Background: an optimization exercise with open tools, aiming at small area, a short achievable clock period and few clock cycles. Do not read the settings as production practice.
Where RTL was checked, it was by simulation tests only, not by an equivalence proof against the original.
Function not checked in runs 1 to 4: the RTL went through the layout flow alone.
Power is estimated from default activity; no workload was simulated.

===== flow/design.v =====
`timescale 1ns / 1ps
module div32(
    input clk,
    input rst,
    input start,
    input [31:0] dividend,
    input [31:0] divisor,
    output [31:0] quotient,
    output [31:0] remainder,
    output reg finish
);
reg [31:0] r;       
reg [31:0] q;       
reg [31:0] d;       
reg [4:0]  za;      
reg [5:0]  zb;      
reg [5:0]  j;       
reg        norm;    
reg        iter;    
assign quotient  = q;
assign remainder = r;
function [5:0] lzc32;
    input [31:0] x;
    reg [15:0] v1; reg [15:0] c1;
    reg [7:0]  v2; reg [15:0] c2;
    reg [3:0]  v3; reg [11:0] c3;
    reg [1:0]  v4; reg [7:0]  c4;
    integer i;
    begin
        for (i = 0; i < 16; i = i + 1) begin
            v1[i] = x[2*i+1] | x[2*i];
            c1[i] = ~x[2*i+1];
        end
        for (i = 0; i < 8; i = i + 1) begin
            v2[i] = v1[2*i+1] | v1[2*i];
            c2[2*i+:2] = v1[2*i+1] ? {1'b0, c1[2*i+1]} : {1'b1, c1[2*i]};
        end
        for (i = 0; i < 4; i = i + 1) begin
            v3[i] = v2[2*i+1] | v2[2*i];
            c3[3*i+:3] = v2[2*i+1] ? {1'b0, c2[2*(2*i+1)+:2]} : {1'b1, c2[2*(2*i)+:2]};
        end
        for (i = 0; i < 2; i = i + 1) begin
            v4[i] = v3[2*i+1] | v3[2*i];
            c4[4*i+:4] = v3[2*i+1] ? {1'b0, c3[3*(2*i+1)+:3]} : {1'b1, c3[3*(2*i)+:3]};
        end
        lzc32 = {~(v4[1] | v4[0]), v4[1] ? {1'b0, c4[7:4]} : {1'b1, c4[3:0]}};
    end
endfunction
wire [5:0] la = lzc32(dividend);
wire [5:0] lb = lzc32(divisor);
wire [4:0] sp = zb[4:0] | ~za;                     
wire [4:0] sg = zb[4:0] & ~za;                     
wire [5:0] sc;                                    
assign sc[0] = 1'b1;
assign sc[1] = sp[0];
assign sc[2] = sg[1] | (sp[1] & zb[0]) | (sp[1] & ~za[0]);
assign sc[3] = sg[2] | (sp[2] & sg[1]) | (sp[2] & sp[1] & sp[0]);
assign sc[4] = sg[3] | (sp[3] & sg[2]) | (sp[3] & sp[2] & sg[1]) | (sp[3] & sp[2] & sp[1] & sp[0]);
assign sc[5] = sg[4] | (sp[4] & sg[3]) | (sp[4] & sp[3] & sg[2]) | (sp[4] & sp[3] & sp[2] & sg[1])
             | (sp[4] & sp[3] & sp[2] & sp[1] & sp[0]);
wire [5:0] sh;                                    
assign sh[0] = zb[0] ^ za[0];
assign sh[1] = zb[1] ^ (~za[1] ^ sc[1]);
assign sh[2] = zb[2] ^ (~za[2] ^ sc[2]);
assign sh[3] = zb[3] ^ (~za[3] ^ sc[3]);
assign sh[4] = zb[4] ^ (~za[4] ^ sc[4]);
assign sh[5] = ~sc[5];
wire       triv = zb[5] | sh[5];                   
wire [31:0] kg = r & ~d;
wire [31:0] kt = r | ~d;
wire kC_0 = r[0] | ~d[0];
wire kC_1 = kg[1] | (kt[1] & r[0]) | (kt[1] & ~d[0]);
wire kG0_3 = kg[3] | (kt[3] & kg[2]);
wire kP0_3 = kt[3] & kt[2];
wire kG0_5 = kg[5] | (kt[5] & kg[4]);
wire kP0_5 = kt[5] & kt[4];
wire kG0_7 = kg[7] | (kt[7] & kg[6]);
wire kP0_7 = kt[7] & kt[6];
wire kG0_9 = kg[9] | (kt[9] & kg[8]);
wire kP0_9 = kt[9] & kt[8];
wire kG0_11 = kg[11] | (kt[11] & kg[10]);
wire kP0_11 = kt[11] & kt[10];
wire kG0_13 = kg[13] | (kt[13] & kg[12]);
wire kP0_13 = kt[13] & kt[12];
wire kG0_15 = kg[15] | (kt[15] & kg[14]);
wire kP0_15 = kt[15] & kt[14];
wire kG0_17 = kg[17] | (kt[17] & kg[16]);
wire kP0_17 = kt[17] & kt[16];
wire kG0_19 = kg[19] | (kt[19] & kg[18]);
wire kP0_19 = kt[19] & kt[18];
wire kG0_21 = kg[21] | (kt[21] & kg[20]);
wire kP0_21 = kt[21] & kt[20];
wire kG0_23 = kg[23] | (kt[23] & kg[22]);
wire kP0_23 = kt[23] & kt[22];
wire kG0_25 = kg[25] | (kt[25] & kg[24]);
wire kP0_25 = kt[25] & kt[24];
wire kG0_27 = kg[27] | (kt[27] & kg[26]);
wire kP0_27 = kt[27] & kt[26];
wire kG0_29 = kg[29] | (kt[29] & kg[28]);
wire kP0_29 = kt[29] & kt[28];
wire kG0_31 = kg[31] | (kt[31] & kg[30]);
wire kP0_31 = kt[31] & kt[30];
wire kQ_2 = kg[2] | (kt[2] & kg[1]);
wire kR_2 = kt[2] & kt[1];
wire kC_2 = kQ_2 | (kR_2 & kC_0);
wire kG1_3 = kG0_3 | (kP0_3 & kC_1);
wire kG1_6 = kg[6] | (kt[6] & kG0_5);
wire kP1_6 = kt[6] & kP0_5;
wire kG1_7 = kG0_7 | (kP0_7 & kG0_5);
wire kP1_7 = kP0_7 & kP0_5;
wire kG1_10 = kg[10] | (kt[10] & kG0_9);
wire kP1_10 = kt[10] & kP0_9;
wire kG1_11 = kG0_11 | (kP0_11 & kG0_9);
wire kP1_11 = kP0_11 & kP0_9;
wire kG1_14 = kg[14] | (kt[14] & kG0_13);
wire kP1_14 = kt[14] & kP0_13;
wire kG1_15 = kG0_15 | (kP0_15 & kG0_13);
wire kP1_15 = kP0_15 & kP0_13;
wire kG1_18 = kg[18] | (kt[18] & kG0_17);
wire kP1_18 = kt[18] & kP0_17;
wire kG1_19 = kG0_19 | (kP0_19 & kG0_17);
wire kP1_19 = kP0_19 & kP0_17;
wire kG1_22 = kg[22] | (kt[22] & kG0_21);
wire kP1_22 = kt[22] & kP0_21;
wire kG1_23 = kG0_23 | (kP0_23 & kG0_21);
wire kP1_23 = kP0_23 & kP0_21;
wire kG1_26 = kg[26] | (kt[26] & kG0_25);
wire kP1_26 = kt[26] & kP0_25;
wire kG1_27 = kG0_27 | (kP0_27 & kG0_25);
wire kP1_27 = kP0_27 & kP0_25;
wire kG1_30 = kg[30] | (kt[30] & kG0_29);
wire kP1_30 = kt[30] & kP0_29;
wire kG1_31 = kG0_31 | (kP0_31 & kG0_29);
wire kP1_31 = kP0_31 & kP0_29;
wire kQ_4 = kg[4] | (kt[4] & kg[3]);
wire kR_4 = kt[4] & kt[3];
wire kC_4 = kQ_4 | (kR_4 & kC_2);
wire kG2_5 = kG0_5 | (kP0_5 & kG1_3);
wire kG2_6 = kG1_6 | (kP1_6 & kG1_3);
wire kG2_7 = kG1_7 | (kP1_7 & kG1_3);
wire kG2_12 = kg[12] | (kt[12] & kG1_11);
wire kP2_12 = kt[12] & kP1_11;
wire kG2_13 = kG0_13 | (kP0_13 & kG1_11);
wire kP2_13 = kP0_13 & kP1_11;
wire kG2_14 = kG1_14 | (kP1_14 & kG1_11);
wire kP2_14 = kP1_14 & kP1_11;
wire kG2_15 = kG1_15 | (kP1_15 & kG1_11);
wire kP2_15 = kP1_15 & kP1_11;
wire kG2_20 = kg[20] | (kt[20] & kG1_19);
wire kP2_20 = kt[20] & kP1_19;
wire kG2_21 = kG0_21 | (kP0_21 & kG1_19);
wire kP2_21 = kP0_21 & kP1_19;
wire kG2_22 = kG1_22 | (kP1_22 & kG1_19);
wire kP2_22 = kP1_22 & kP1_19;
wire kG2_23 = kG1_23 | (kP1_23 & kG1_19);
wire kP2_23 = kP1_23 & kP1_19;
wire kG2_28 = kg[28] | (kt[28] & kG1_27);
wire kP2_28 = kt[28] & kP1_27;
wire kG2_29 = kG0_29 | (kP0_29 & kG1_27);
wire kP2_29 = kP0_29 & kP1_27;
wire kG2_30 = kG1_30 | (kP1_30 & kG1_27);
wire kP2_30 = kP1_30 & kP1_27;
wire kG2_31 = kG1_31 | (kP1_31 & kG1_27);
wire kP2_31 = kP1_31 & kP1_27;
wire kQ_8 = kg[8] | (kt[8] & kg[7]);
wire kR_8 = kt[8] & kt[7];
wire kC_8 = kQ_8 | (kR_8 & kG2_6);
wire kG3_9 = kG0_9 | (kP0_9 & kG2_7);
wire kG3_10 = kG1_10 | (kP1_10 & kG2_7);
wire kG3_11 = kG1_11 | (kP1_11 & kG2_7);
wire kG3_12 = kG2_12 | (kP2_12 & kG2_7);
wire kG3_13 = kG2_13 | (kP2_13 & kG2_7);
wire kG3_14 = kG2_14 | (kP2_14 & kG2_7);
wire kG3_15 = kG2_15 | (kP2_15 & kG2_7);
wire kG3_24 = kg[24] | (kt[24] & kG2_23);
wire kP3_24 = kt[24] & kP2_23;
wire kG3_25 = kG0_25 | (kP0_25 & kG2_23);
wire kP3_25 = kP0_25 & kP2_23;
wire kG3_26 = kG1_26 | (kP1_26 & kG2_23);
wire kP3_26 = kP1_26 & kP2_23;
wire kG3_27 = kG1_27 | (kP1_27 & kG2_23);
wire kP3_27 = kP1_27 & kP2_23;
wire kG3_28 = kG2_28 | (kP2_28 & kG2_23);
wire kP3_28 = kP2_28 & kP2_23;
wire kG3_29 = kG2_29 | (kP2_29 & kG2_23);
wire kP3_29 = kP2_29 & kP2_23;
wire kG3_30 = kG2_30 | (kP2_30 & kG2_23);
wire kP3_30 = kP2_30 & kP2_23;
wire kG3_31 = kG2_31 | (kP2_31 & kG2_23);
wire kP3_31 = kP2_31 & kP2_23;
wire kQ_16 = kg[16] | (kt[16] & kg[15]);
wire kR_16 = kt[16] & kt[15];
wire kC_16 = kQ_16 | (kR_16 & kG3_14);
wire kG4_17 = kG0_17 | (kP0_17 & kG3_15);
wire kG4_18 = kG1_18 | (kP1_18 & kG3_15);
wire kG4_19 = kG1_19 | (kP1_19 & kG3_15);
wire kG4_20 = kG2_20 | (kP2_20 & kG3_15);
wire kG4_21 = kG2_21 | (kP2_21 & kG3_15);
wire kG4_22 = kG2_22 | (kP2_22 & kG3_15);
wire kG4_23 = kG2_23 | (kP2_23 & kG3_15);
wire kG4_24 = kG3_24 | (kP3_24 & kG3_15);
wire kG4_25 = kG3_25 | (kP3_25 & kG3_15);
wire kG4_26 = kG3_26 | (kP3_26 & kG3_15);
wire kG4_27 = kG3_27 | (kP3_27 & kG3_15);
wire kG4_28 = kG3_28 | (kP3_28 & kG3_15);
wire kG4_29 = kG3_29 | (kP3_29 & kG3_15);
wire kG4_30 = kG3_30 | (kP3_30 & kG3_15);
wire kG4_31 = kG3_31 | (kP3_31 & kG3_15);
wire [32:0] sub;
assign sub[0] = r[0] ^ d[0];
assign sub[1] = r[1] ^ (~d[1] ^ kC_0);
assign sub[2] = r[2] ^ (~d[2] ^ kC_1);
assign sub[3] = r[3] ^ (~d[3] ^ kC_2);
assign sub[4] = r[4] ^ (~d[4] ^ kG1_3);
assign sub[5] = r[5] ^ (~d[5] ^ kC_4);
assign sub[6] = r[6] ^ (~d[6] ^ kG2_5);
assign sub[7] = r[7] ^ (~d[7] ^ kG2_6);
assign sub[8] = r[8] ^ (~d[8] ^ kG2_7);
assign sub[9] = r[9] ^ (~d[9] ^ kC_8);
assign sub[10] = r[10] ^ (~d[10] ^ kG3_9);
assign sub[11] = r[11] ^ (~d[11] ^ kG3_10);
assign sub[12] = r[12] ^ (~d[12] ^ kG3_11);
assign sub[13] = r[13] ^ (~d[13] ^ kG3_12);
assign sub[14] = r[14] ^ (~d[14] ^ kG3_13);
assign sub[15] = r[15] ^ (~d[15] ^ kG3_14);
assign sub[16] = r[16] ^ (~d[16] ^ kG3_15);
assign sub[17] = r[17] ^ (~d[17] ^ kC_16);
assign sub[18] = r[18] ^ (~d[18] ^ kG4_17);
assign sub[19] = r[19] ^ (~d[19] ^ kG4_18);
assign sub[20] = r[20] ^ (~d[20] ^ kG4_19);
assign sub[21] = r[21] ^ (~d[21] ^ kG4_20);
assign sub[22] = r[22] ^ (~d[22] ^ kG4_21);
assign sub[23] = r[23] ^ (~d[23] ^ kG4_22);
assign sub[24] = r[24] ^ (~d[24] ^ kG4_23);
assign sub[25] = r[25] ^ (~d[25] ^ kG4_24);
assign sub[26] = r[26] ^ (~d[26] ^ kG4_25);
assign sub[27] = r[27] ^ (~d[27] ^ kG4_26);
assign sub[28] = r[28] ^ (~d[28] ^ kG4_27);
assign sub[29] = r[29] ^ (~d[29] ^ kG4_28);
assign sub[30] = r[30] ^ (~d[30] ^ kG4_29);
assign sub[31] = r[31] ^ (~d[31] ^ kG4_30);
assign sub[32] = ~kG4_31;
wire        ge  = ~sub[32];
wire        take = iter & ge;
wire [31:0] flip = {32{take}} & (r ^ sub[31:0]);
always @(posedge clk or posedge rst) begin
    if (rst) begin
        finish <= 1'b0;
        norm   <= 1'b0;
        iter   <= 1'b0;
    end else if (start) begin
        finish <= 1'b0;
        norm   <= 1'b1;
        iter   <= 1'b0;
    end else if (norm) begin
        norm   <= 1'b0;
        finish <= triv;
        iter   <= ~triv;
    end else if (iter) begin
        if (j[4:0] == 5'd0) begin
            iter   <= 1'b0;
            finish <= 1'b1;
        end
    end
end
always @(posedge clk) begin
    za <= la[4:0];
    zb <= lb;
    if (start) begin
        r <= dividend;
        d <= divisor;
    end else begin
        if (norm & zb[5]) r <= 32'b0;     
        else             r <= r ^ flip;
        if (norm) d <= d << sh[4:0];
        else      d <= d >> 1;
    end
    if (norm) j <= sh;
    else      j <= j - 6'd1;
    if (norm)      q <= 32'b0;
    else if (iter) q <= {q[30:0], ge};
end
endmodule

===== flow/flow/run.sh =====
#!/bin/bash
# Standard layout, with plain buffers on the ports instead of the default delay-cell buffers.
set -euo pipefail
bash standard.sh BUFFER_PORTS_ARGS="-buffer_cell sky130_fd_sc_hd__buf_1" finish > standard.log 2>&1

===== flow/standard.sh =====
#!/bin/bash
# synth_recipe.tcl (not shown) runs the flow's synth.tcl, then flattens the netlist and writes it again
# the make line also repeats each setting of config.mk as NAME=value (left out here)
make -C /OpenROAD-flow-scripts/flow DESIGN_CONFIG=/design/flow/config.mk WORK_HOME=/design/flow/orfs CLKGATE_MAP_FILE= SYNTH_SCRIPT=/design/flow/synth_recipe.tcl "${@:-finish}"

===== flow/config.mk =====
export PLATFORM = sky130hd
export DESIGN_NAME = div32
export DESIGN_NICKNAME = div32
export VERILOG_FILES = /design/flow/design.v
export SDC_FILE = /design/flow/constraint.sdc
export NUM_CORES = 8
export LEC_CHECK = 0
export ABC_AREA = 1
export CAP_MARGIN = 20
export CORE_MARGIN = 2
export CORE_UTILIZATION = 40
export CTS_BUF_LIST = sky130_fd_sc_hd__clkbuf_8
export PLACE_DENSITY = 0.6
export SETUP_SLACK_MARGIN = 2.8
export SLEW_MARGIN = 20

===== flow/constraint.sdc =====
create_clock -name core_clock -period 5.0 [get_ports {clk}]
set_input_delay 1.0000 -clock core_clock [delete_from_list [all_inputs] [get_ports {clk}]]
set_output_delay 1.0000 -clock core_clock [all_outputs]
set_load 0.01 [all_outputs]

==> run_results.csv, run 1 <==
group,metric,value,unit
critical_path,critPathRequiredTime,5.35,ns
critical_path,path_buf_inv,3,
synth,synth.most_common_cell,"nand2_1",
clock_network,worstSkewPairLatency,0.47,ns
grt,grt_max_degree,52,
synth,muxShareOfSynthArea,0.1182,%
timing,finalMaxSlewViolations,0,
synth,ys.flop_type,"dfxtp_1",
synth,synth_edf_count,2,
grt,antenna_found_initial,0,
route,via_count,9798,
critical_path,path_cells,"buf_1 > nor2_1 > nand2_1 > nor2_1 > nand2_1 > nor4_4 > buf_4 > buf_4 > nor2_1 > o2bb2ai_1",
layout,antenna_cells,0,
synth,yosys-top-cells-area,"dfxtp_1, nand2_1, o21ai_0",
route,firstDrtPassIters,5,
critical_path,cp_common_cell,"nor2_1",
route,routed_wl,30100,um
synth,synth_top_family_by_area,"simple AND/OR/NAND/NOR gates",
layout,final_util,48.13,%
clock_network,clock-sinks,115,
clock_network,cts_tree,"built",
synth,syn_inst,1462,
pwr,leakage,4.900,nW
synth,synth_top_area_share,26.01,%
critical_path,cp_top_family,"simple AND/OR/NAND/NOR gates",
hold_path,hold_class,"in -> async",
timing,period_needed,2.157,ns
synth,synth_xor_area_share,1.655,%
floorplanning,core_area,0.02089,mm2
layout,syn_to_final_growth,18.77,%
clock_network,clkSlewWorstSetupHoldPaths,0.10,ns
synth,synth_fa_ha_area_share,0.4434,%
synth,yosysUniqueCellTypes,52,
route,drt-initial-drc-count,799,
clock_network,clk_path_buf_depth,2,
placement,port_buffers,131,
floorplanning,io_pins,132,
route,viasPerCell,5.187,
timing,slew_headroom,31.23,%
route,drc,0,
synth,syn_nets,1532,
flow_run,drv_cap,0,
critical_path,rr_worst_depth,14,
layout,multiInputGateArea,0.005331,mm2
floorplanning,die_h,149.5,um
timing,setup_viol,0,
layout,fill_cells,2268,
timing,setup-tns-final,0,ns
layout,design_area,0.01005,mm2
synth,yosysWarnings,1,
pwr,finalPower,0.003715,W
timing,rsz0062_at_grt,"yes",
critical_path,cp_slowest_cell,"nor2_1",
synth,synth-compound-area-share,18.09,%
critical_path,worst-path-max-fanout,6,
timing,fmax,463.6,MHz
critical_path,path_depth,10,
floorplanning,die-area,0.02234,mm2
critical_path,max_stage_delay,0.28,ns
synth,yosys.area.top_type,"dfxtp_1",
critical_path,worstSetupStartpointType,"primary input",
timing,worst-slew-pin-transition,1.030,ns
synth,yosys.area_share.simple,40.17,%
synth,syn_avg_cell_area,5.790,um2
timing,skew,0.01855,ns
clock_network,ctsHoldBuffers,0,
critical_path,end_kind,"flop",
route,avgRoutedWirePerCell,15.93,um
clock_network,htree_num_levels,4,
placement,place_area,0.009059,mm2
critical_path,crit_type,"in -> reg",
synth,netlist_area,0.008466,mm2
timing,finalHoldViolations,0,
pwr,irDropWorstVdd,0.2231,mV
timing,hold_ws,0.3456,ns
synth,yosys-top-cells-count,"nand2_1, nor2_1, inv_1",
synth,ys_seq_area_share,27.61,%
grt,grt_pass1_vias,8614,
synth,synth-seq-cells,115,
placement,hpwl,21220,um
critical_path,crit_arrival,2.50,ns
clock_network,cts_made_buffers,17,
pwr,power.density,369.5,mW/mm2
synth,synth_async_sr_flop_share,2.609,%
placement,place.gp.congestion,0.9297,
layout,layout.nets,1671,
grt,grt_pass1_wl,45400,um
floorplanning,rows,53,
outcome,status,"timing/DRC/antenna clean",
grt,grtUsageTotal,26.25,%
layout,drive_gt1_share,11.40,%
clock_network,root_buffer,"clkbuf_8",
route,ant_nets,0,
layout,regArea,0.002345,mm2
floorplanning,start_util,40.53,%
timing,min_period_over_period,43.14,%
floorplanning,die_w,149.5,um
grt,gr-total-overflow,0,
==> final timing paths <==
kind,from,to,slack (ns)
setup reg to reg,zb[0],d[22],2.85
hold reg to reg,j[0],j[0],0.45
max in group asynchronous,rst,norm,4.51
setup / recovery,dividend[27],za[0],2.84
min in group core_clock,j[0],j[0],0.45
hold / removal,rst,iter,0.35
==> sequential cells by signal (all words and copies together), names as in the netlist <==
name / count
d: 32
q: 32
r: 32
zb: 6
j: 5
za: 5
finish: 1
iter: 1
norm: 1
==> routing by layer <==
| metal | track usage (%) | share of wire (%) | up-vias |
|---|---|---|---|
| met5 | 0 | 0 | - |
| met1 | 36.79 | 44 | 4352 |
| met2 | 39.22 | 43 | 438 |
| met4 | 10.67 | 3.8 | 0 |
| li1 | - | - | 4946 |
| met3 | 5.396 | 9.4 | 62 |
==> what timing repair did <==
action	4_1_cts	5_1_grt
setup buffers	11	21
endpoints found under the setup margin	67	73
pin swaps	3	8
resized for setup	35	60
cloned	5	3
hold endpoints to repair	0	0
==> cell type report <==
type,instances,share of cell area (%)
Tap cell,275,3.422
Clock inverter,15,1.506
Multi-Input combinational cell,1102,53.02
Timing Repair inverter,4,0.3111
Sequential cell,115,23.32
Timing Repair Buffer,170,8.350
Clock buffer,17,2.327
Inverter,191,7.740
==> cell families (layout without fill, tap and decap cells) <==
family	count (synthesis)	after routing
and+or+nand+nor	811	814
AOI/OAI and AO/OA	268	268
buffers and inverters	248	397
DFF	115	115
xor gates and xnor gates	16	16
adders and majority gates	3	3
muxes	1	1
==> power by group <==
part / internal [W] / switching [W]
clock: 0.000375 / 0.000530
sequential: 0.00104 / 0.000116
combinational: 0.000552 / 0.00110
==> metrics by stage <==
step | instances | setup slack, ns
after floorplan | 1462 | 2.830
after global placement | 1817 | 1.860
after detailed placement | 1817 | 1.827
after CTS | 1865 | 2.802
after global routing | 1889 | 2.704
final | 1889 | 2.843
==> cells in the final DEF, fill, tap and decap left out, types with 23 or more instances in the layout <==
cell	n
a21oi_1	43
buf_1	130
buf_4	33
dfxtp_1	105
inv_1	170
nand2_1	478
nand3_1	79
nor2_1	174
o21ai_0	131
o21ai_1	23
==> run 2, diff against run 1 <==
--- a/flow/config.mk
+++ b/flow/config.mk
@@ -11,5 +11,5 @@
 export CORE_UTILIZATION = 40
 export CTS_BUF_LIST = sky130_fd_sc_hd__clkbuf_8
 export PLACE_DENSITY = 0.6
-export SETUP_SLACK_MARGIN = 2.8
+export SETUP_SLACK_MARGIN = 2.7
 export SLEW_MARGIN = 20
==> run 2 against run 1 <==
  * Worst setup slack got worse by 0.058 ns
  * Total power decreased by 2.2%
  * Maximum frequency decreased by 2.6%
  * Cell count decreased by 0.95%
  * Die area unchanged
  * First-iteration DRC count decreased by 4.1%
  * Still clean on timing, DRC and antenna
  * Highest routed layer unchanged
  * Sequential power about the same
  * Combinational power decreased by 4%
  * Critical endpoint is now r[6]
  * Critical path depth increased by 3
  * Largest cell class unchanged
==> run_results.csv, run 2 <==
group,metric,value,unit
layout,final_common_cell,"nand2_1",
synth,yosys-top-cells-count,"nand2_1, nor2_1, inv_1",
critical_path,rr_worst_depth,13,
placement,hpwl,21220,um
placement,port_buffers,131,
critical_path,r2r_setup_slack,2.79,ns
synth,ys_seq_area_share,27.61,%
route,avgRoutedWirePerCell,15.67,um
synth,synth-compound-area-share,18.09,%
pwr,power.density,369.8,mW/mm2
layout,final_cell_mix,"nand2_1, nor2_1, inv_1",
clock_network,clock-sinks,115,
clock_network,ctsHoldBuffers,0,
layout,layout.nets,1653,
layout,antenna_cells,0,
route,routed_wl,29320,um
timing,worst-slew-pin-transition,1.014,ns
floorplanning,core_area,0.02089,mm2
clock_network,clk_path_buf_depth,2,
timing,fmax,451.5,MHz
critical_path,r2r-end,"r[6]",
layout,syn_to_final_growth,16.10,%
timing,setup-tns-final,0,ns
synth,syn_nets,1532,
critical_path,crit_arrival,2.57,ns
timing,finalHoldViolations,0,
critical_path,max_stage_delay,0.44,ns
critical_path,path_cells,"inv_1 > nand2_1 > nand2_1 > nand2_2 > o21ai_4 > nand2_1 > nand2_2 > a21oi_4 > nand2_8 > nand2_4 > nand2_1 > nand3_1 > o21ai_0",
critical_path,cp_slowest_cell,"dfxtp_1",
grt,grtUsageTotal,26.01,%
timing,hold_ws,0.3444,ns
route,via_count,9663,
synth,synth_top_area_share,26.01,%
pwr,leakage,4.796,nW
synth,yosysWarnings,1,
clock_network,htree_num_levels,4,
route,viasPerCell,5.165,
clock_network,root_buffer,"clkbuf_8",
outcome,status,"timing/DRC/antenna clean",
synth,synth.most_common_cell,"nand2_1",
synth,yosys-top-cells-area,"dfxtp_1, nand2_1, o21ai_0",
critical_path,critPathRequiredTime,5.35,ns
synth,ys.flop_type,"dfxtp_1",
floorplanning,die_w,149.5,um
route,drt-initial-drc-count,766,
grt,antenna_found_initial,0,
critical_path,cp_common_cell,"nand2_1",
grt,grt_pass1_wl,45020,um
synth,synth_xor_area_share,1.655,%
flow_run,drv_cap,0,
critical_path,path_buf_inv,1,
floorplanning,rows,53,
critical_path,cp_top_family,"simple AND/OR/NAND/NOR gates",
floorplanning,die_h,149.5,um
timing,period_needed,2.215,ns
critical_path,regToRegStartpoint,"d[17]",
synth,yosysUniqueCellTypes,52,
clock_network,cts_tree,"built",
layout,drive_gt1_share,9.461,%
grt,gr-total-overflow,0,
critical_path,worstSetupStartpointType,"flop",
timing,setup_viol,0,
critical_path,end_kind,"flop",
critical_path,crit_type,"reg -> reg",
synth,yosys.area.top_type,"dfxtp_1",
floorplanning,io_pins,132,
route,ant_nets,0,
route,firstDrtPassIters,8,
timing,rsz0062_at_grt,"yes",
synth,yosys.area_share.simple,40.17,%
clock_network,cts_made_buffers,17,
timing,skew,0.01770,ns
floorplanning,start_util,40.53,%
layout,reg_top3,"d: 32 flops, q: 32 flops, r: 32 flops",
hold_path,hold_class,"in -> async",
synth,netlist_area,0.008466,mm2
timing,min_period_over_period,44.29,%
synth,syn_inst,1462,
critical_path,worst-path-max-fanout,17,
floorplanning,die-area,0.02234,mm2
clock_network,worstSkewPairLatency,0.47,ns
synth,muxShareOfSynthArea,0.1182,%
route,drc,0,
grt,grt_pass1_vias,8563,
synth,synth_top_family_by_area,"simple AND/OR/NAND/NOR gates",
synth,syn_avg_cell_area,5.790,um2
synth,synth_fa_ha_area_share,0.4434,%
synth,synth-seq-cells,115,
placement,place.gp.congestion,0.9297,
clock_network,clkSlewWorstSetupHoldPaths,0.10,ns
grt,grt_max_degree,52,
pwr,irDropWorstVdd,0.2224,mV
timing,finalMaxSlewViolations,0,
synth,synth_async_sr_flop_share,2.609,%
synth,synth_edf_count,2,
timing,slew_headroom,32.31,%
[run 2: cells by family after synthesis]
group	after synthesis
XOR/XNOR	16
AND/OR/NAND/NOR	811
flip-flops	115
adder cells (fa/ha/maj)	3
buffers and inverters	248
AO/OA/AOI/OAI	268
multiplexers	1
[run 2: how the worst max path moves through the flow]
| stage | to | cells past startpoint | start |
|---|---|---|---|
| finish | r[6] | 13 | d[17] |
| global route | d[7] | 16 | zb[0] |
| CTS | d[19] | 8 | start |
| detailed placement | r[3] | 6 | start |
| global placement | r[6] | 6 | start |
| floorplan | zb[1] | 8 | divisor[30] |
[run 2: stage by stage]
step	total power, W	worst slack, ns	instance area, um2	std cells	util [%]
after global routing	0.003907	2.628	9828	1871	47.05
after CTS	0.003581	2.704	9622	1861	46.06
final	0.003635	2.785	9828	1871	47.05
after detailed placement	0.002631	1.827	9059	1817	43.37
after floorplan	0.002263	2.830	8466	1462	-
after global placement	0.002625	1.860	9059	1817	43.37
[run 2: timing repair]
action	in CTS	in global routing
setup buffers	8	9
pin swaps	2	3
cloned	4	1
endpoints found under the setup margin	66	60
gates resized for setup	25	42
[run 2: layer usage]
| layer | track usage [%] | part of all wire, % | wire length [um] |
|---|---|---|---|
| met2 | 38.88 | 42 | 12310 |
| met4 | 10.62 | 3.8 | 1107 |
| met5 | 0 | 0 | 0 |
| met1 | 36.39 | 45 | 13250 |
| met3 | 5.396 | 9.0 | 2647 |
[run 2: report_power, final]
group	internal (W)	switching [W]
Clock	0.000375	0.000528
Combinational	0.000513	0.00106
Sequential	0.00104	0.000115
[run 2: cell type report]
type,instances,area (um2)
Clock buffer,17,234.0
Clock inverter,15,151.4
Fill cell,2298,11060
Inverter,191,775.7
Multi-Input combinational cell,1101,5261
Sequential cell,115,2340
Tap cell,275,344.1
Timing Repair Buffer,154,701.9
Timing Repair inverter,3,20.02
==> run 3, diff against run 2 <==
--- a/flow/config.mk
+++ b/flow/config.mk
@@ -11,5 +11,5 @@
 export CORE_UTILIZATION = 40
 export CTS_BUF_LIST = sky130_fd_sc_hd__clkbuf_8
 export PLACE_DENSITY = 0.6
-export SETUP_SLACK_MARGIN = 2.7
+export SETUP_SLACK_MARGIN = 2.9
 export SLEW_MARGIN = 20
==> run 3 against run 2 <==
  * Area after synthesis did not move
  * Routed wire length rose by 8.0%
  * Critical path depth did not move
  * Worst hold slack improved by 0.013 ns
==> run_results.csv, run 3 <==
group,metric,value,unit
placement,place.gp.congestion,0.9443,
floorplanning,start_util,40.53,%
timing,fmax,468.1,MHz
layout,design_area,0.01062,mm2
placement,place_area,0.009116,mm2
grt,antenna_found_initial,0,
grt,grt_pass1_vias,8860,
route,drc,0,
placement,port_buffers,131,
layout,multiInputGateArea,0.005590,mm2
pwr,switching_share,46.78,%
clock_network,clock-sinks,115,
grt,gr-total-overflow,0,
synth,syn_avg_cell_area,5.790,um2
layout,final_common_cell,"nand2_1",
critical_path,worstSetupStartpointType,"flop",
timing,worst-slew-pin-transition,0.6290,ns
synth,synth_edf_count,2,
critical_path,critPathRequiredTime,5.34,ns
route,firstDrtPassIters,6,
layout,final_cell_mix,"nand2_1, nor2_1, inv_1",
pwr,irDropWorstVdd,0.2021,mV
timing,setup-tns-final,0,ns
layout,drive_gt1_share,17.28,%
synth,yosys-top-cells-area,"dfxtp_1, nand2_1, o21ai_0",
synth,syn_nets,1532,
synth,synth-seq-cells,115,
critical_path,crit_type,"reg -> reg",
flow_run,drv_cap,0,
layout,layout.nets,1689,
synth,synth.most_common_cell,"nand2_1",
pwr,power_frac_clock,22.6,%
layout,regArea,0.002366,mm2
route,routed_wl,31660,um
clock_network,htree_num_levels,4,
floorplanning,die_h,149.5,um
clock_network,ctsHoldBuffers,0,
pwr,pwr-share-seq,29.9,%
route,drt-initial-drc-count,810,
timing,finalHoldViolations,0,
layout,syn_to_final_growth,25.44,%
timing,finalMaxSlewViolations,0,
clock_network,worstSkewPairLatency,0.47,ns
timing,skew,0.01840,ns
synth,ys_seq_area_share,27.61,%
clock_network,cts_tree,"built",
grt,grt_max_degree,48,
floorplanning,die_w,149.5,um
clock_network,clkSlewWorstSetupHoldPaths,0.09,ns
pwr,leakage,5.102,nW
clock_network,clk_path_buf_depth,2,
grt,grt_pass1_wl,46620,um
synth,synth_top_area_share,26.01,%
route,viasPerCell,5.258,
synth,netlist_area,0.008466,mm2
timing,period_needed,2.136,ns
timing,min_period_over_period,42.72,%
timing,slew_headroom,57.84,%
layout,reg_top3,"d: 32 flops, q: 32 flops, r: 32 flops",
synth,yosysUniqueCellTypes,52,
critical_path,crit_arrival,2.47,ns
floorplanning,core_area,0.02089,mm2
outcome,status,"timing/DRC/antenna clean",
route,ant_nets,0,
placement,hpwl,21280,um
critical_path,end_kind,"flop",
grt,grtUsageTotal,26.95,%
floorplanning,io_pins,132,
clock_network,cts_made_buffers,17,
layout,fill_cells,2231,
pwr,p_sw,0.001819,W
floorplanning,rows,53,
timing,rsz0062_at_grt,"yes",
timing,setup_viol,0,
layout,final_util,50.84,%
synth,yosys.area.top_type,"dfxtp_1",
critical_path,worst-path-max-fanout,8,
synth,ys.flop_type,"dfxtp_1",
synth,yosysWarnings,1,
synth,yosys-top-cells-count,"nand2_1, nor2_1, inv_1",
pwr,comb_power_share,47.5,%
synth,synth_async_sr_flop_share,2.609,%
pwr,finalPower,0.003888,W
pwr,power.density,366.1,mW/mm2
route,via_count,10030,
pwr,intPower,0.002069,W
layout,antenna_cells,0,
clock_network,root_buffer,"clkbuf_8",
synth,syn_inst,1462,
floorplanning,die-area,0.02234,mm2
route,avgRoutedWirePerCell,16.60,um
hold_path,hold_class,"in -> async",
==> run 3: changes by cell type in the layout (fill, tap and decap cells not counted), moves of 14 or more <==
cell,delta
dfxtp_2,+21
o21ai_0,-38
nand2_1,-17
buf_4,+18
nand2_2,+14
dfxtp_1,-21
o21ai_2,+28
==> run 3: cell type report <==
| type | count | area share [%] |
|---|---|---|
| Clock buffer | 17 | 2.203 |
| Clock inverter | 15 | 1.390 |
| Inverter | 191 | 7.376 |
| Multi-Input combinational cell | 1104 | 52.65 |
| Sequential cell | 115 | 22.28 |
| Tap cell | 275 | 3.240 |
| Timing Repair Buffer | 182 | 10.25 |
| Timing Repair inverter | 8 | 0.6127 |
==> run 3: repair_timing <==
| item | 4_1_cts | 5_1_grt |
|---|---|---|
| cloned | 9 | 9 |
| gates resized for setup | 70 | 146 |
| setup buffers | 20 | 20 |
| setup endpoints to repair | 73 | 75 |
| pin swaps | 8 | 24 |
==> run 3: cells by family after synthesis <==
family,Yosys count,share of synthesized area [%]
AO/OA/AOI/OAI,268,18.09
buffers and inverters,248,11.91
XOR/XNOR,16,1.655
flip-flops,115,27.61
multiplexers,1,0.1182
AND/OR/NAND/NOR,811,40.17
adder cells (fa/ha/maj),3,0.4434
==> run 3: final timing paths <==
| path | startpoint | endpoint | cells after the start | slack, ns |
|---|---|---|---|---|
| min in group core_clock | j[0] | j[0] | 1 | 0.46 |
| max | zb[0] | d[30] | 13 | 2.86 |
| max reg2reg | zb[0] | d[30] | 13 | 2.86 |
| min reg2reg | j[0] | j[0] | 1 | 0.46 |
| min | rst | finish | 2 | 0.36 |
| max in group asynchronous | rst | norm | 2 | 4.48 |
==> run 3: metal layers <==
layer / share of wire [%] / vias up / GRT usage [%]
met5: 0 / - / 0
met4: 3.3 / 0 / 9.095
met3: 9.7 / 88 / 6.555
met2: 43 / 446 / 41.17
met1: 44 / 4500 / 37.16
li1: - / 4993 / -
==> run 3: power by group through the flow <==
stage               clock network, W  registers [W]  logic (W)
floorplan                          0        0.00116    0.00110
global placement                   0        0.00117    0.00146
detailed placement                 0        0.00117    0.00147
CTS                         0.000885        0.00115    0.00161
global route                0.000930        0.00118    0.00205
finish                      0.000878        0.00116    0.00185
==> run 3: per-stage QoR <==
stage,setup slack (ns),cells,hold WS [ns]
after floorplan,2.843,1462,0.4115
after detailed placement,1.516,1817,0.4320
final,2.864,1907,0.3578
after global routing,2.840,1907,0.3346
after CTS,2.904,1878,0.3408
after global placement,1.587,1817,0.4256
==> run 3: critical path: stages (launching register included) <==
cell and delay [ns]:
dfxtp_2 0.33, inv_2 0.05, ha_4 0.26, buf_12 0.16
clkbuf_16 0.16, o21ai_0 0.16, inv_1 0.10, o21ai_2 0.16
nand2_1 0.09, o21ai_1 0.15, nand2_1 0.10, o21ai_2 0.12
nand2_1 0.09, nand3_1 0.07
==> run 4, diff against run 3 <==
--- a/flow/design.v
+++ b/flow/design.v
@@ -267,11 +267,10 @@
     za <= la[4:0];
     zb <= lb;
     if (start) begin
-        r <= dividend;
+        r <= dividend & {32{~lb[5]}};    
         d <= divisor;
     end else begin
-        if (norm & zb[5]) r <= 32'b0;     
-        else             r <= r ^ flip;
+        r <= r ^ flip;
         if (norm) d <= d << sh[4:0];
         else      d <= d >> 1;
     end
--- a/flow/config.mk
+++ b/flow/config.mk
@@ -11,5 +11,5 @@
 export CORE_UTILIZATION = 40
 export CTS_BUF_LIST = sky130_fd_sc_hd__clkbuf_8
 export PLACE_DENSITY = 0.6
-export SETUP_SLACK_MARGIN = 2.9
+export SETUP_SLACK_MARGIN = 2.7
 export SLEW_MARGIN = 20
==> run 4 against run 3 <==
  * Still clean
  * Worst setup slack got worse by 0.13 ns
  * Clock skew fell by 0.0039 ns
  * Register-to-register slack got worse by 0.13 ns
  * Area after synthesis decreased by 0.50%
  * Largest cell class unchanged
  * Largest power group unchanged
==> run_results.csv, run 4 <==
group,metric,value,unit
floorplanning,die_w,149.1,um
timing,fmax,441.6,MHz
synth,synth_async_sr_flop_share,2.609,%
critical_path,critPathRequiredTime,5.40,ns
clock_network,worstSkewPairLatency,0.47,ns
synth,netlist_area,0.008423,mm2
pwr,intPower,0.001966,W
timing,period_needed,2.264,ns
synth,synth-seq-cells,115,
grt,grt_pass1_vias,8490,
layout,final_common_cell,"nand2_1",
route,firstDrtPassIters,5,
synth,yosys-top-cells-area,"nand2_1, dfxtp_1, edfxtp_1",
synth,syn_nets,1423,
placement,port_buffers,131,
layout,drive_gt1_share,13.04,%
route,via_count,9399,
synth,syn_inst,1353,
placement,hpwl,20710,um
critical_path,end_kind,"flop",
pwr,finalPower,0.003507,W
critical_path,r2r_setup_slack,2.74,ns
critical_path,cp_common_cell,"nand2_1",
layout,design_area,0.01000,mm2
pwr,leakage,4.757,nW
pwr,pwr-share-seq,33.6,%
layout,layout.nets,1568,
synth,yosysUniqueCellTypes,50,
timing,min_period_over_period,45.29,%
synth,ys.flop_type,"dfxtp_1",
placement,place_area,0.009081,mm2
timing,rsz0062_at_grt,"yes",
hold_path,hold_class,"in -> async",
clock_network,clock-sinks,115,
grt,grt_pass1_wl,44880,um
clock_network,ctsHoldBuffers,0,
pwr,power_frac_clock,25.3,%
layout,final_cell_mix,"nand2_1, nor2_1, inv_1",
critical_path,r2r-end,"d[28]",
pwr,power.density,350.6,mW/mm2
route,routed_wl,29270,um
synth,synth_edf_count,34,
floorplanning,die-area,0.02223,mm2
clock_network,cts_tree,"built",
critical_path,rr_worst_depth,11,
pwr,switching_share,43.93,%
timing,setup-tns-final,0,ns
synth,yosys.area.top_type,"nand2_1",
timing,worst-slew-pin-transition,0.9805,ns
route,drc,0,
pwr,comb_power_share,41.2,%
route,viasPerCell,5.263,
clock_network,cts_made_buffers,17,
outcome,status,"timing/DRC/antenna clean",
route,ant_nets,0,
floorplanning,die_h,149.1,um
layout,antenna_cells,0,
synth,yosysWarnings,1,
critical_path,path_cells,"inv_1 > ha_4 > inv_1 > nand2_1 > nand3_1 > o21ai_0 > nand2_1 > o21ai_1 > o21ai_0 > nand2_1 > nand3_1",
timing,skew,0.01447,ns
floorplanning,core_area,0.02082,mm2
synth,syn_avg_cell_area,6.225,um2
synth,synth.most_common_cell,"nand2_1",
clock_network,htree_num_levels,4,
critical_path,crit_type,"reg -> reg",
grt,grt_max_degree,41,
grt,gr-total-overflow,0,
pwr,irDropWorstVdd,0.2008,mV
critical_path,cp-startpoint,"zb[0]",
critical_path,regToRegStartpoint,"zb[0]",
critical_path,worstSetupStartpointType,"flop",
floorplanning,rows,53,
critical_path,worst-path-max-fanout,13,
timing,finalMaxSlewViolations,0,
route,drt-initial-drc-count,1000,
floorplanning,start_util,40.45,%
placement,place_inst,1719,
critical_path,cp_slowest_cell,"o21ai_0",
pwr,p_sw,0.001541,W
placement,place.gp.congestion,0.9750,
clock_network,clkSlewWorstSetupHoldPaths,0.08,ns
floorplanning,io_pins,132,
timing,slew_headroom,34.56,%
route,avgRoutedWirePerCell,16.39,um
clock_network,root_buffer,"clkbuf_8",
layout,syn_to_final_growth,18.76,%
synth,synth_top_area_share,18.67,%
clock_network,clk_path_buf_depth,2,
timing,finalHoldViolations,0,
critical_path,crit_arrival,2.67,ns
layout,final_util,48.04,%
grt,antenna_found_initial,0,
synth,yosys-top-cells-count,"nand2_1, nor2_1, inv_1",
critical_path,max_stage_delay,0.36,ns
flow_run,drv_cap,0,
timing,setup_viol,0,
grt,grtUsageTotal,26.08,%
layout,layoutNonFillerInstCount,1786,
synth,ys_seq_area_share,31.55,%
run 4: critical path: cells and delay by family (launching register included):
| kind | cells | cell delay (ns) |
|---|---|---|
| flops | 1 | 0.31 |
| fa+ha+maj | 1 | 0.31 |
| compound gates | 3 | 0.55 |
| simple gates | 5 | 0.65 |
| buf+inv | 2 | 0.38 |
run 4: stage by stage:
step / hold WS, ns / setup WS, ns
floorplan: 0.4348 / 2.525
global placement: 0.4562 / 1.999
detailed placement: 0.4622 / 1.966
CTS: 0.3575 / 2.686
global route: 0.3660 / 2.628
finish: 0.3660 / 2.736
run 4: layout make-up:
type                       count  area [um2]
inverter                     165       644.4
sequential                   115        2660
multi-input combinational   1029        5117
timing repair buffer         167       835.8
tap                          275       344.1
timing repair inverter         3       21.27
clock buffer                  17       234.0
fill                        2253       10820
clock inverter                15       146.4
run 4: what timing repair did:
item / in CTS / in global routing
endpoints found under the setup margin: 100 / 98
gates cloned: 5 / 2
setup buffers: 12 / 16
resized for setup: 29 / 46
pin swaps: 5 / 9
run 4: worst max path at each step:
stage,to,slack (ns)
after floorplan,flop,2.52
after global placement,flop,2.00
after detailed placement,flop,1.97
after CTS,flop,2.69
after global routing,d[30],2.63
final,d[28],2.74
run 4: kinds of logic after synthesis:
kind of cell | count (synthesis) | share of synthesized area [%]
mux | 1 | 0.1188
compound gates | 269 | 19.07
buf+inv | 213 | 10.31
xor+xnor | 17 | 1.768
simple gates | 735 | 36.74
fa+ha+maj | 3 | 0.4457
flops | 115 | 31.55
run 4: metal layers:
metal | vias up | share of wire [%] | global-route usage (%)
met5 | - | 0 | 0
met3 | 53 | 7.5 | 4.404
met1 | 4291 | 43 | 35.00
met2 | 386 | 47 | 42.47
met4 | 0 | 2.7 | 9.048
li1 | 4669 | - | -
run 4: power by group through the flow:
stage                     clock network (W)  registers [W]  logic, W
after global routing               0.000943        0.00119   0.00162
final                              0.000886        0.00118   0.00144
after CTS                          0.000901        0.00118   0.00135
after global placement                    0        0.00120   0.00128
after detailed placement                  0        0.00120   0.00129
after floorplan                           0        0.00120  0.000956
==> run 5, diff against run 4 <==
--- a/flow/design.v
+++ b/flow/design.v
@@ -13,7 +13,6 @@
 reg [31:0] q;       
 reg [31:0] d;       
 reg [4:0]  za;      
-reg [5:0]  zb;      
 reg [5:0]  j;       
 reg        norm;    
 reg        iter;    
@@ -48,24 +47,24 @@
 endfunction
 wire [5:0] la = lzc32(dividend);
 wire [5:0] lb = lzc32(divisor);
-wire [4:0] sp = zb[4:0] | ~za;                     
-wire [4:0] sg = zb[4:0] & ~za;                     
+wire [4:0] sp = j[4:0] | ~za;                     
+wire [4:0] sg = j[4:0] & ~za;                     
 wire [5:0] sc;                                    
 assign sc[0] = 1'b1;
 assign sc[1] = sp[0];
-assign sc[2] = sg[1] | (sp[1] & zb[0]) | (sp[1] & ~za[0]);
+assign sc[2] = sg[1] | (sp[1] & j[0]) | (sp[1] & ~za[0]);
 assign sc[3] = sg[2] | (sp[2] & sg[1]) | (sp[2] & sp[1] & sp[0]);
 assign sc[4] = sg[3] | (sp[3] & sg[2]) | (sp[3] & sp[2] & sg[1]) | (sp[3] & sp[2] & sp[1] & sp[0]);
 assign sc[5] = sg[4] | (sp[4] & sg[3]) | (sp[4] & sp[3] & sg[2]) | (sp[4] & sp[3] & sp[2] & sg[1])
              | (sp[4] & sp[3] & sp[2] & sp[1] & sp[0]);
 wire [5:0] sh;                                    
-assign sh[0] = zb[0] ^ za[0];
-assign sh[1] = zb[1] ^ (~za[1] ^ sc[1]);
-assign sh[2] = zb[2] ^ (~za[2] ^ sc[2]);
-assign sh[3] = zb[3] ^ (~za[3] ^ sc[3]);
-assign sh[4] = zb[4] ^ (~za[4] ^ sc[4]);
+assign sh[0] = j[0] ^ za[0];
+assign sh[1] = j[1] ^ (~za[1] ^ sc[1]);
+assign sh[2] = j[2] ^ (~za[2] ^ sc[2]);
+assign sh[3] = j[3] ^ (~za[3] ^ sc[3]);
+assign sh[4] = j[4] ^ (~za[4] ^ sc[4]);
 assign sh[5] = ~sc[5];
-wire       triv = zb[5] | sh[5];                   
+wire       triv = j[5] | sh[5];                   
 wire [31:0] kg = r & ~d;
 wire [31:0] kt = r | ~d;
 wire kC_0 = r[0] | ~d[0];
@@ -265,17 +264,21 @@
 end
 always @(posedge clk) begin
     za <= la[4:0];
-    zb <= lb;
     if (start) begin
-        r <= dividend & {32{~lb[5]}};    
+        r <= dividend;
         d <= divisor;
+        j <= lb;
     end else begin
-        r <= r ^ flip;
-        if (norm) d <= d << sh[4:0];
-        else      d <= d >> 1;
+        if (norm & j[5]) r <= 32'b0;      
+        else             r <= r ^ flip;
+        if (norm) begin
+            d <= d << sh[4:0];
+            j <= sh;
+        end else begin
+            d <= d >> 1;
+            j <= j - 6'd1;
+        end
     end
-    if (norm) j <= sh;
-    else      j <= j - 6'd1;
     if (norm)      q <= 32'b0;
     else if (iter) q <= {q[30:0], ge};
 end
==> flow/flow/run.sh (replaced) <==
#!/bin/bash
# Standard layout with plain buffers on the ports, and one more setup repair after global
# routing (flow/post_grt.tcl).
set -euo pipefail
bash standard.sh BUFFER_PORTS_ARGS="-buffer_cell sky130_fd_sc_hd__buf_1" POST_GLOBAL_ROUTE_TCL="$PWD/flow/post_grt.tcl" finish > standard.log 2>&1
==> flow/flow/post_grt.tcl (new file) <==
# One more setup repair after global routing, on the worst path only (repair_tns 0), with a
# higher margin than the standard step; the changed nets are routed again incrementally and the
# route guides rewritten for the detailed router.
set_propagated_clock [all_clocks]
estimate_parasitics -global_routing
global_route -start_incremental
repair_timing -setup -setup_margin 2.9 -repair_tns 0 -verbose
detailed_placement
global_route -end_incremental
check_placement -verbose
estimate_parasitics -global_routing
write_guides $::env(RESULTS_DIR)/route.guide
==> run 5 against run 4 <==
  * Sequential power is 8% higher
  * Combinational power is 100% higher
  * Maximum frequency is 7.3% higher
  * Sequential cell count is 5 lower
  * Still clean on timing, DRC and antenna
  * Worst setup slack better by 0.15 ns
  * Clock-buffer cell count is 8 lower
  * Global-route usage is 1.1 points higher
  * Area after synthesis is 1.4% lower
  * Worst hold slack better by 0.059 ns
  * Highest routed layer unchanged
  * Cell count is 4.7% higher
==> run_results.csv, run 5 <==
group,metric,value,unit
synth,yosysWarnings,1,
clock_network,worstSkewPairLatency,0.42,ns
critical_path,cp_common_cell,"nand2_1",
grt,grt_max_degree,56,
grt,antenna_found_initial,0,
route,viasPerCell,5.344,
clock_network,ctsHoldBuffers,0,
timing,fmax,473.8,MHz
placement,place.gp.congestion,0.9508,
critical_path,max_stage_delay,0.49,ns
synth,yosys-top-cells-count,"nand2_1, nor2_1, inv_1",
layout,syn_to_final_growth,22.81,%
floorplanning,die_w,148.1,um
floorplanning,die-area,0.02194,mm2
timing,slew_headroom,65.31,%
timing,skew,0.01707,ns
timing,finalHoldViolations,0,
floorplanning,io_pins,132,
critical_path,worstSetupStartpointType,"flop",
timing,setup_ws,2.889,ns
synth,netlist_area,0.008309,mm2
route,routed_wl,31810,um
critical_path,path_buf_inv,2,
placement,hpwl,21820,um
synth,synth-seq-cells,110,
layout,antenna_cells,0,
clock_network,cts_resized,23,
layout,reg_top3,"d: 32 flops, q: 32 flops, r: 32 flops",
route,via_count,9994,
timing,period_needed,2.111,ns
critical_path,worst-path-max-fanout,8,
hold_path,hold_class,"in -> async",
clock_network,htree_num_levels,3,
timing,min_period_over_period,42.21,%
clock_network,cts_tree,"built",
pwr,leakage,4.885,nW
synth,yosys-top-cells-area,"dfxtp_1, nand2_1, nor2_1",
route,drt-initial-drc-count,910,
route,ant_nets,0,
critical_path,end_kind,"flop",
placement,dp_slack,1.892,ns
floorplanning,start_util,40.93,%
synth,synth_async_sr_flop_share,2.727,%
critical_path,path_cells,"nand2_1 > a21oi_1 > nand2_2 > nand2_1 > nand2_1 > a21oi_4 > buf_4 > a21oi_4 > clkbuf_16 > nand2_1 > nand3_1 > o21ai_1",
grt,grt_pass1_wl,47150,um
clock_network,root_buffer,"clkbuf_8",
floorplanning,core_area,0.02030,mm2
synth,yosysUniqueCellTypes,50,
layout,drive_gt1_share,15.13,%
critical_path,critPathRequiredTime,5.34,ns
synth,syn_avg_cell_area,5.790,um2
critical_path,crit_type,"reg -> reg",
grt,grtUsageTotal,27.16,%
route,avgRoutedWirePerCell,17.01,um
pwr,power.density,464.6,mW/mm2
outcome,status,"timing/DRC/antenna clean",
critical_path,cp_top_family,"compound AO/OA/AOI/OAI gates",
layout,layout.nets,1665,
synth,ys.flop_type,"dfxtp_1",
route,firstDrtPassIters,5,
floorplanning,rows,52,
synth,synth_edf_count,2,
timing,finalMaxSlewViolations,0,
clock_network,clk_path_buf_depth,2,
timing,setup_viol,0,
clock_network,clock-sinks,110,
layout,final_common_cell,"nand2_1",
synth,ys_seq_area_share,26.92,%
synth,yosys.area.top_type,"dfxtp_1",
clock_network,post_cts_buffers,13,
critical_path,crit_arrival,2.46,ns
layout,fill_cells,2206,
synth,synth_top_area_share,25.30,%
synth,syn_nets,1505,
critical_path,cp_slowest_cell,"dfxtp_1",
layout,final_cell_mix,"nand2_1, nor2_1, inv_1",
route,drc,0,
clock_network,cts_made_buffers,9,
pwr,irDropWorstVdd,0.1590,mV
grt,gr-total-overflow,0,
synth,synth.most_common_cell,"nand2_1",
synth,syn_inst,1435,
flow_run,drv_cap,0,
placement,port_buffers,131,
clock_network,clkSlewWorstSetupHoldPaths,0.12,ns
grt,grt_pass1_vias,8907,
timing,worst-slew-pin-transition,0.5176,ns
pwr,finalPower,0.004741,W
floorplanning,die_h,148.1,um
timing,setup-tns-final,0,ns
[run 5: cell count changes in the layout (fill, tap and decap cells not counted), sizes merged, moves of 9 or more]
cell	before	now
nor2	192	180
dfxtp	78	105
nand3b	6	15
buf	165	192
nand2	446	494
edfxtp	34	2
nand3	58	85
o211ai	15	3
a21oi	46	61
[run 5: worst register-to-register path, cell delays in order, from the launching register on]
cell and delay, ns:
dfxtp_1 0.49, nand2_1 0.18, a21oi_1 0.21, nand2_2 0.12
nand2_1 0.08, nand2_1 0.08, a21oi_4 0.24, buf_4 0.18
a21oi_4 0.07, clkbuf_16 0.18, nand2_1 0.07, nand3_1 0.06
o21ai_1 0.09
[run 5: layer usage]
metal	share of wire [%]	vias to the layer above	track usage [%]
met5	0	-	0
li1	-	4936	-
met3	9.1	77	4.785
met4	4.3	0	12.29
met2	44	453	42.22
met1	43	4528	36.87
[run 5: cells by family (layout without fill, tap and decap cells)]
family	Yosys count	in the layout	share of synthesized area, %
fa+ha+maj	3	3	0.4518
compound gates	272	273	18.82
simple gates	801	803	40.11
mux	5	5	0.6023
buf+inv	229	391	11.41
flops	110	110	26.92
xor+xnor	15	15	1.671
[run 5: final cells by class]
class / count / area, um2 / share of cell area (%)
tap: 270 / 337.8 / 3.310
timing repair inverter: 2 / 12.51 / 0.1226
inverter: 173 / 678.2 / 6.645
sequential: 110 / 2283 / 22.38
clock buffer: 9 / 123.9 / 1.214
timing repair buffer: 200 / 1257 / 12.32
clock inverter: 7 / 55.05 / 0.5395
multi-input combinational: 1099 / 5456 / 53.47
[run 5: metrics by stage]
stage               cell area, um2  std cells  hold WS, ns  util [%]
global placement              8916       1789       0.4777     43.92
CTS                           9338       1821       0.4138     46.00
finish                       10200       1870       0.4248     50.27
detailed placement            8916       1789       0.4854     43.92
floorplan                     8309       1435       0.4613         -
[run 5: power breakdown]
| group | total, W | internal, W | switching [W] |
|---|---|---|---|
| Sequential | 0.00127 | 0.00107 | 0.000206 |
| Clock | 0.000555 | 0.000189 | 0.000366 |
| Combinational | 0.00291 | 0.00109 | 0.00183 |
| Total | 0.00474 | 0.00234 | 0.00240 |
[run 5: final timing paths]
| path | start | end | slack, ns | cells past startpoint |
|---|---|---|---|---|
| setup / recovery | d[27] | r[5] | 2.89 | 12 |
| hold / removal | rst | finish | 0.42 | 2 |
| setup reg to reg | d[27] | r[5] | 2.89 | 12 |
| hold reg to reg | q[0] | q[0] | 0.51 | 2 |
| max in group asynchronous | rst | iter | 4.41 | 2 |
| min in group core_clock | q[0] | q[0] | 0.51 | 2 |
Testbench counts of run 5, summed over its fixed seeds: cycles 47,977.
==> run 6, diff against run 5 <==
--- a/flow/flow/post_grt.tcl
+++ b/flow/flow/post_grt.tcl
@@ -4,7 +4,7 @@
 set_propagated_clock [all_clocks]
 estimate_parasitics -global_routing
 global_route -start_incremental
-repair_timing -setup -setup_margin 2.9 -repair_tns 0 -verbose
+repair_timing -setup -setup_margin 3.0 -repair_tns 0 -verbose
 detailed_placement
 global_route -end_incremental
 check_placement -verbose
==> run 6 against run 5 <==
  * Area after synthesis did not move
  * Largest power group unchanged
  * Clock power barely moved
  * Core utilization rose by 0.58 points
  * Total power rose by 1.2%
  * Worst setup slack improved by 0.023 ns
  * First-iteration DRC count fell by 2.7%
  * Combinational power rose by 2%
  * Maximum frequency rose by 1.1%
  * Critical path type unchanged
==> run_results.csv, run 6 <==
group,metric,value,unit
synth,synth.most_common_cell,"nand2_1",
synth,yosys.area.top_type,"dfxtp_1",
outcome,status,"timing/DRC/antenna clean",
grt,grtUsageTotal,27.16,%
grt,grt_pass1_vias,8907,
pwr,switching_share,50.61,%
timing,slew_headroom,65.47,%
floorplanning,die_h,148.1,um
synth,ys_seq_area_share,26.92,%
timing,worst-slew-pin-transition,0.5151,ns
synth,synth-seq-cells,110,
route,ant_nets,0,
synth,ys.flop_type,"dfxtp_1",
pwr,p_sw,0.002429,W
clock_network,clkSlewWorstSetupHoldPaths,0.12,ns
grt,grt_pass1_wl,47150,um
critical_path,crit_type,"reg -> reg",
pwr,comb_power_share,61.9,%
route,avgRoutedWirePerCell,17.12,um
layout,drive_gt1_share,16.27,%
clock_network,ctsHoldBuffers,0,
critical_path,end_kind,"flop",
critical_path,critPathRequiredTime,5.14,ns
route,via_count,10080,
timing,min_period_over_period,41.76,%
placement,dp_slack,1.892,ns
grt,grt_max_degree,56,
layout,final_common_cell,"nand2_1",
route,drc,0,
floorplanning,die-area,0.02194,mm2
synth,synth_async_sr_flop_share,2.727,%
pwr,pwr-share-seq,26.6,%
critical_path,worstSetupStartpointType,"flop",
timing,setup_viol,0,
synth,yosysUniqueCellTypes,50,
clock_network,cts_resized,23,
timing,setup_ws,2.912,ns
synth,syn_inst,1435,
hold_path,hold_class,"in -> async",
placement,port_buffers,131,
critical_path,rr_worst_depth,10,
clock_network,post_cts_buffers,13,
timing,skew,0.01405,ns
synth,synth_edf_count,2,
clock_network,cts_made_buffers,9,
pwr,power_frac_clock,11.5,%
layout,antenna_cells,0,
critical_path,worst-path-max-fanout,7,
floorplanning,die_w,148.1,um
layout,final_cell_mix,"nand2_1, nor2_1, inv_1",
layout,layout.nets,1669,
timing,fmax,478.9,MHz
clock_network,root_buffer,"clkbuf_8",
timing,period_needed,2.088,ns
route,drt-initial-drc-count,885,
floorplanning,rows,52,
grt,gr-total-overflow,0,
floorplanning,io_pins,132,
pwr,power.density,464.9,mW/mm2
layout,final_util,50.85,%
route,routed_wl,32080,um
synth,syn_nets,1505,
pwr,irDropWorstVdd,0.1657,mV
clock_network,cts_tree,"built",
layout,fill_cells,2189,
synth,synth_top_area_share,25.30,%
clock_network,clock-sinks,110,
floorplanning,core_area,0.02030,mm2
clock_network,htree_num_levels,3,
timing,finalMaxSlewViolations,0,
placement,hpwl,21820,um
synth,yosys-top-cells-count,"nand2_1, nor2_1, inv_1",
timing,finalHoldViolations,0,
clock_network,clk_path_buf_depth,2,
pwr,leakage,4.929,nW
placement,place.gp.congestion,0.9508,
route,viasPerCell,5.381,
synth,syn_avg_cell_area,5.790,um2
critical_path,crit_arrival,2.22,ns
layout,syn_to_final_growth,24.23,%
floorplanning,start_util,40.93,%
pwr,intPower,0.002370,W
route,firstDrtPassIters,5,
synth,netlist_area,0.008309,mm2
clock_network,worstSkewPairLatency,0.41,ns
timing,setup-tns-final,0,ns
flow_run,drv_cap,0,
grt,antenna_found_initial,0,
synth,yosysWarnings,1,
synth,yosys-top-cells-area,"dfxtp_1, nand2_1, nor2_1",
layout,reg_top3,"d: 32 flops, q: 32 flops, r: 32 flops",
## run 6: cell counts after synthesis
Identical to the previous run, type by type.
## run 6: cell families (layout without fill, tap and decap cells)
logic type,count (synthesis),in the layout,synth area share (%)
XOR/XNOR,15,15,1.671
adder cells (fa/ha/maj),3,3,0.4518
AO/OA/AOI/OAI,272,273,18.82
AND/OR/NAND/NOR,801,803,40.11
buffers and inverters,229,395,11.41
flip-flops,110,110,26.92
multiplexers,5,5,0.6023
## run 6: path summary, 6_finish.rpt
check / startpoint / endpoint / slack, ns
worst min register to register: q[0] / q[0] / 0.51
worst max-delay path: za[1] / d[31] / 2.91
worst min-delay path: rst / finish / 0.43
worst max register to register: za[1] / d[31] / 2.91
min in group core_clock: q[0] / q[0] / 0.51
max in group asynchronous: rst / iter / 4.41
## run 6: cell type report
| class | instances | area (um2) | share of cell area (%) |
|---|---|---|---|
| clock buffers | 9 | 123.9 | 1.200 |
| inverters | 173 | 688.2 | 6.667 |
| repair inverters | 2 | 12.51 | 0.1212 |
| multi-input cells | 1099 | 5518 | 53.45 |
| flip-flops and latches | 110 | 2296 | 22.24 |
| clock inverters | 7 | 55.05 | 0.5333 |
| repair buffers | 204 | 1291 | 12.51 |
| well taps | 270 | 337.8 | 3.273 |
## run 6: power groups by stage
stage                     combinational, W  clock (W)  sequential [W]
after floorplan                    0.00173          0         0.00123
after global placement             0.00227          0         0.00127
after detailed placement           0.00227          0         0.00126
after CTS                          0.00238   0.000563         0.00125
final                              0.00297   0.000553         0.00128
## run 6: routing by layer
layer | GRT usage [%] | routed length, um
met5 | 0 | 0
met3 | 4.785 | 2685
met2 | 42.22 | 14110
met4 | 12.29 | 1364
met1 | 36.87 | 13920
## run 6: worst max-delay path: stages, from the launching register on
cell and delay (ns):
dfxtp_4 0.39, inv_4 0.05, nand2_4 0.09, a31oi_4 0.08, or2_1 0.27, nand2_4 0.11
buf_12 0.13, clkinvlp_4 0.14, buf_4 0.18, nor3_2 0.16, nand4_1 0.20
## run 6: per-stage QoR
stage	cell area (um2)	instances	hold WS, ns	power, W
6_report	10320	1874	0.4257	0.004799
4_1_cts	9338	1821	0.4138	0.004192
3_5_place_dp	8916	1789	0.4854	0.003538
3_3_place_gp	8916	1789	0.4777	0.003534
2_1_floorplan	8309	1435	0.4613	0.002961
==> run 7, diff against run 6 <==
==> flow/flow/run.sh (replaced) <==
#!/bin/bash
# Standard layout with plain buffers on the ports, and a clock tree of sky130_fd_sc_hd__clkbuf_8 buffers
# without dummy loads.
set -euo pipefail
bash standard.sh BUFFER_PORTS_ARGS="-buffer_cell sky130_fd_sc_hd__buf_1" CTS_ARGS="-sink_clustering_enable -repair_clock_nets -buf_list sky130_fd_sc_hd__clkbuf_8 -dont_use_dummy_load" finish > standard.log 2>&1
--- a/flow/config.mk
+++ b/flow/config.mk
@@ -9,7 +9,6 @@
 export CAP_MARGIN = 20
 export CORE_MARGIN = 2
 export CORE_UTILIZATION = 40
-export CTS_BUF_LIST = sky130_fd_sc_hd__clkbuf_8
 export PLACE_DENSITY = 0.6
 export SETUP_SLACK_MARGIN = 2.7
 export SLEW_MARGIN = 20
removed: flow/flow/post_grt.tcl
==> run 7 against run 6 <==
  * Combinational power decreased by 12%
  * Sequential cell count unchanged
  * Worst hold slack improved by 0.011 ns
  * Total power decreased by 9.6%
  * Register-to-register slack got worse by 0.10 ns
  * Routed wire length decreased by 4.0%
  * Maximum frequency decreased by 4.7%
  * Critical endpoint is now d[30]
  * Largest power group unchanged
  * Highest routed layer unchanged
==> run_results.csv, run 7 <==
group,metric,value,unit
clock_network,htree_num_levels,3,
timing,min_period_over_period,43.82,%
pwr,intPower,0.002116,W
floorplanning,io_pins,132,
synth,ys.flop_type,"dfxtp_1",
pwr,p_sw,0.002220,W
clock_network,cts_made_buffers,9,
critical_path,end_kind,"flop",
route,viasPerCell,5.330,
synth,syn_avg_cell_area,5.790,um2
synth,synth_edf_count,2,
route,drc,0,
critical_path,cp_common_cell,"nand3_1",
clock_network,clk_path_buf_depth,2,
pwr,power.density,450.8,mW/mm2
placement,port_buffers,131,
synth,yosys-top-cells-count,"nand2_1, nor2_1, inv_1",
placement,hpwl,21820,um
layout,syn_to_final_growth,15.78,%
synth,yosys.area_share.simple,40.11,%
grt,antenna_found_initial,0,
grt,grt_max_degree,56,
clock_network,root_buffer,"clkbuf_8",
critical_path,worst-path-max-fanout,25,
synth,syn_inst,1435,
synth,netlist_area,0.008309,mm2
floorplanning,die-area,0.02194,mm2
layout,layoutNonFillerInstCount,1833,
outcome,status,"timing/DRC/antenna clean",
synth,synth_top_family_by_area,"simple AND/OR/NAND/NOR gates",
layout,final_util,47.39,%
layout,fill_cells,2262,
layout,layout.nets,1635,
critical_path,crit_type,"reg -> reg",
clock_network,clkSlewWorstSetupHoldPaths,0.11,ns
synth,synth_fa_ha_area_share,0.4517,%
critical_path,crit_arrival,2.35,ns
timing,finalHoldViolations,0,
hold_path,hold_class,"in -> async",
timing,rsz0062_at_grt,"no",
synth,synth_top_area_share,25.30,%
grt,grt_pass1_wl,47060,um
layout,drive_gt1_share,8.765,%
synth,synth_xor_area_share,1.671,%
layout,final_common_cell,"nand2_1",
synth,yosys-top-cells-area,"dfxtp_1, nand2_1, nor2_1",
route,routed_wl,30790,um
grt,grtUsageTotal,27.12,%
layout,reg_top3,"d: 32 flops, q: 32 flops, r: 32 flops",
critical_path,worstSetupStartpointType,"flop",
synth,synth-compound-area-share,18.82,%
synth,ys_seq_area_share,26.92,%
critical_path,max_stage_delay,0.33,ns
synth,synth_async_sr_flop_share,2.727,%
placement,place_inst,1789,
pwr,power_frac_clock,11.0,%
synth,syn_nets,1505,
clock_network,clock-sinks,110,
timing,setup-tns-final,0,ns
route,via_count,9770,
clock_network,cts_tree,"built",
pwr,comb_power_share,60.1,%
pwr,irDropWorstVdd,0.1524,mV
critical_path,cp_slowest_cell,"dfxtp_1",
timing,worst-slew-pin-transition,0.7029,ns
clock_network,worstSkewPairLatency,0.40,ns
placement,place.gp.congestion,0.9508,
floorplanning,die_w,148.1,um
floorplanning,core_area,0.02030,mm2
flow_run,drv_cap,0,
layout,design_area,0.009620,mm2
## run 7: cell counts after synthesis
Identical to the previous run, type by type.
## run 7: power by group through the flow
stage | Sequential (W) | Combinational (W) | Clock [W]
final | 0.00125 | 0.00261 | 0.000475
after global routing | 0.00127 | 0.00292 | 0.000511
after CTS | 0.00125 | 0.00238 | 0.000482
after detailed placement | 0.00126 | 0.00227 | 0
after global placement | 0.00127 | 0.00227 | 0
after floorplan | 0.00123 | 0.00173 | 0
## run 7: final timing paths
check / slack [ns] / cells past startpoint / end / start
min: 0.44 / 2 / finish / rst
min reg2reg: 0.50 / 2 / q[20] / q[19]
max reg2reg: 2.81 / 13 / d[30] / j[0]
min in group core_clock: 0.50 / 2 / q[20] / q[19]
max: 2.81 / 13 / d[30] / j[0]
max in group asynchronous: 4.40 / 2 / iter / rst
## run 7: cell families after synthesis
group,Yosys count
compound gates,272
fa+ha+maj,3
simple gates,801
mux,5
xor+xnor,15
buf+inv,229
flops,110
## run 7: layer usage
metal	up-vias	global-route usage [%]	wire, um
li1	4854	-	-
met1	4379	36.70	13490
met2	464	42.45	13350
met3	73	4.785	2658
met4	0	12.00	1281
met5	-	0	0
## run 7: per-stage QoR
stage,setup slack [ns],power (W)
floorplan,2.722,0.002961
global placement,1.947,0.003534
detailed placement,1.892,0.003538
CTS,2.718,0.004110
global route,2.675,0.004704
finish,2.809,0.004337
## run 7: worst max-delay path: cells and delay by family (launching register included)
| family | cells | cell delay (ns) |
|---|---|---|
| simple gates | 7 | 0.83 |
| flops | 1 | 0.33 |
| fa+ha+maj | 1 | 0.16 |
| buf+inv | 3 | 0.42 |
| compound gates | 2 | 0.19 |
## run 7: cell type report
class	instances	area, um2	area share [%]
multi-input combinational	1098	5275	54.83
tap	270	337.8	3.512
sequential	110	2245	23.33
timing repair inverter	2	12.51	0.1301
timing repair buffer	171	950.9	9.884
inverter	173	675.6	7.023
clock buffer	9	123.9	1.288
## run 7: repair_timing
action | 4_1_cts | 5_1_grt
cloned | 3 | 5
setup buffers | 16 | 11
pin swaps | 5 | 9
hold buffers | 0 | 0
setup endpoints to repair | 67 | 66
gates resized for setup | 23 | 43

## re-timing with driven ports
The flow's constraints put no driver on any port. The routed layouts listed below were extracted and timed again, unchanged, in two steps. Step 1, drivers: a clkbuf_16 drives clk and a buf_2 each remaining input, both assumed. Step 2 also shifts input and output timing later by t, the mid clock arrival at the registers, as if the neighbouring blocks saw the same clock. Three values: no drivers, after step 1, after step 2; two values: the first two.
| run | t, ns | slack for setup (ns) |
|---|---|---|
| run 1 | 0.504 | 2.843 / 2.851 / 2.359 |
| run 2 | 0.504 | 2.785 / 2.785 / 2.334 |
| run 3 | 0.500 | 2.864 / 2.864 / 2.482 |
| run 4 | 0.501 | 2.736 / 2.736 / 2.275 |
| run 5 | 0.451 | 2.889 / 2.889 / 2.495 |
| run 6 | 0.450 | 2.912 / 2.912 / 2.508 |
| run 7 | 0.435 | 2.809 / 2.809 / 2.399 |
After both steps setup and hold are still met in every run listed.
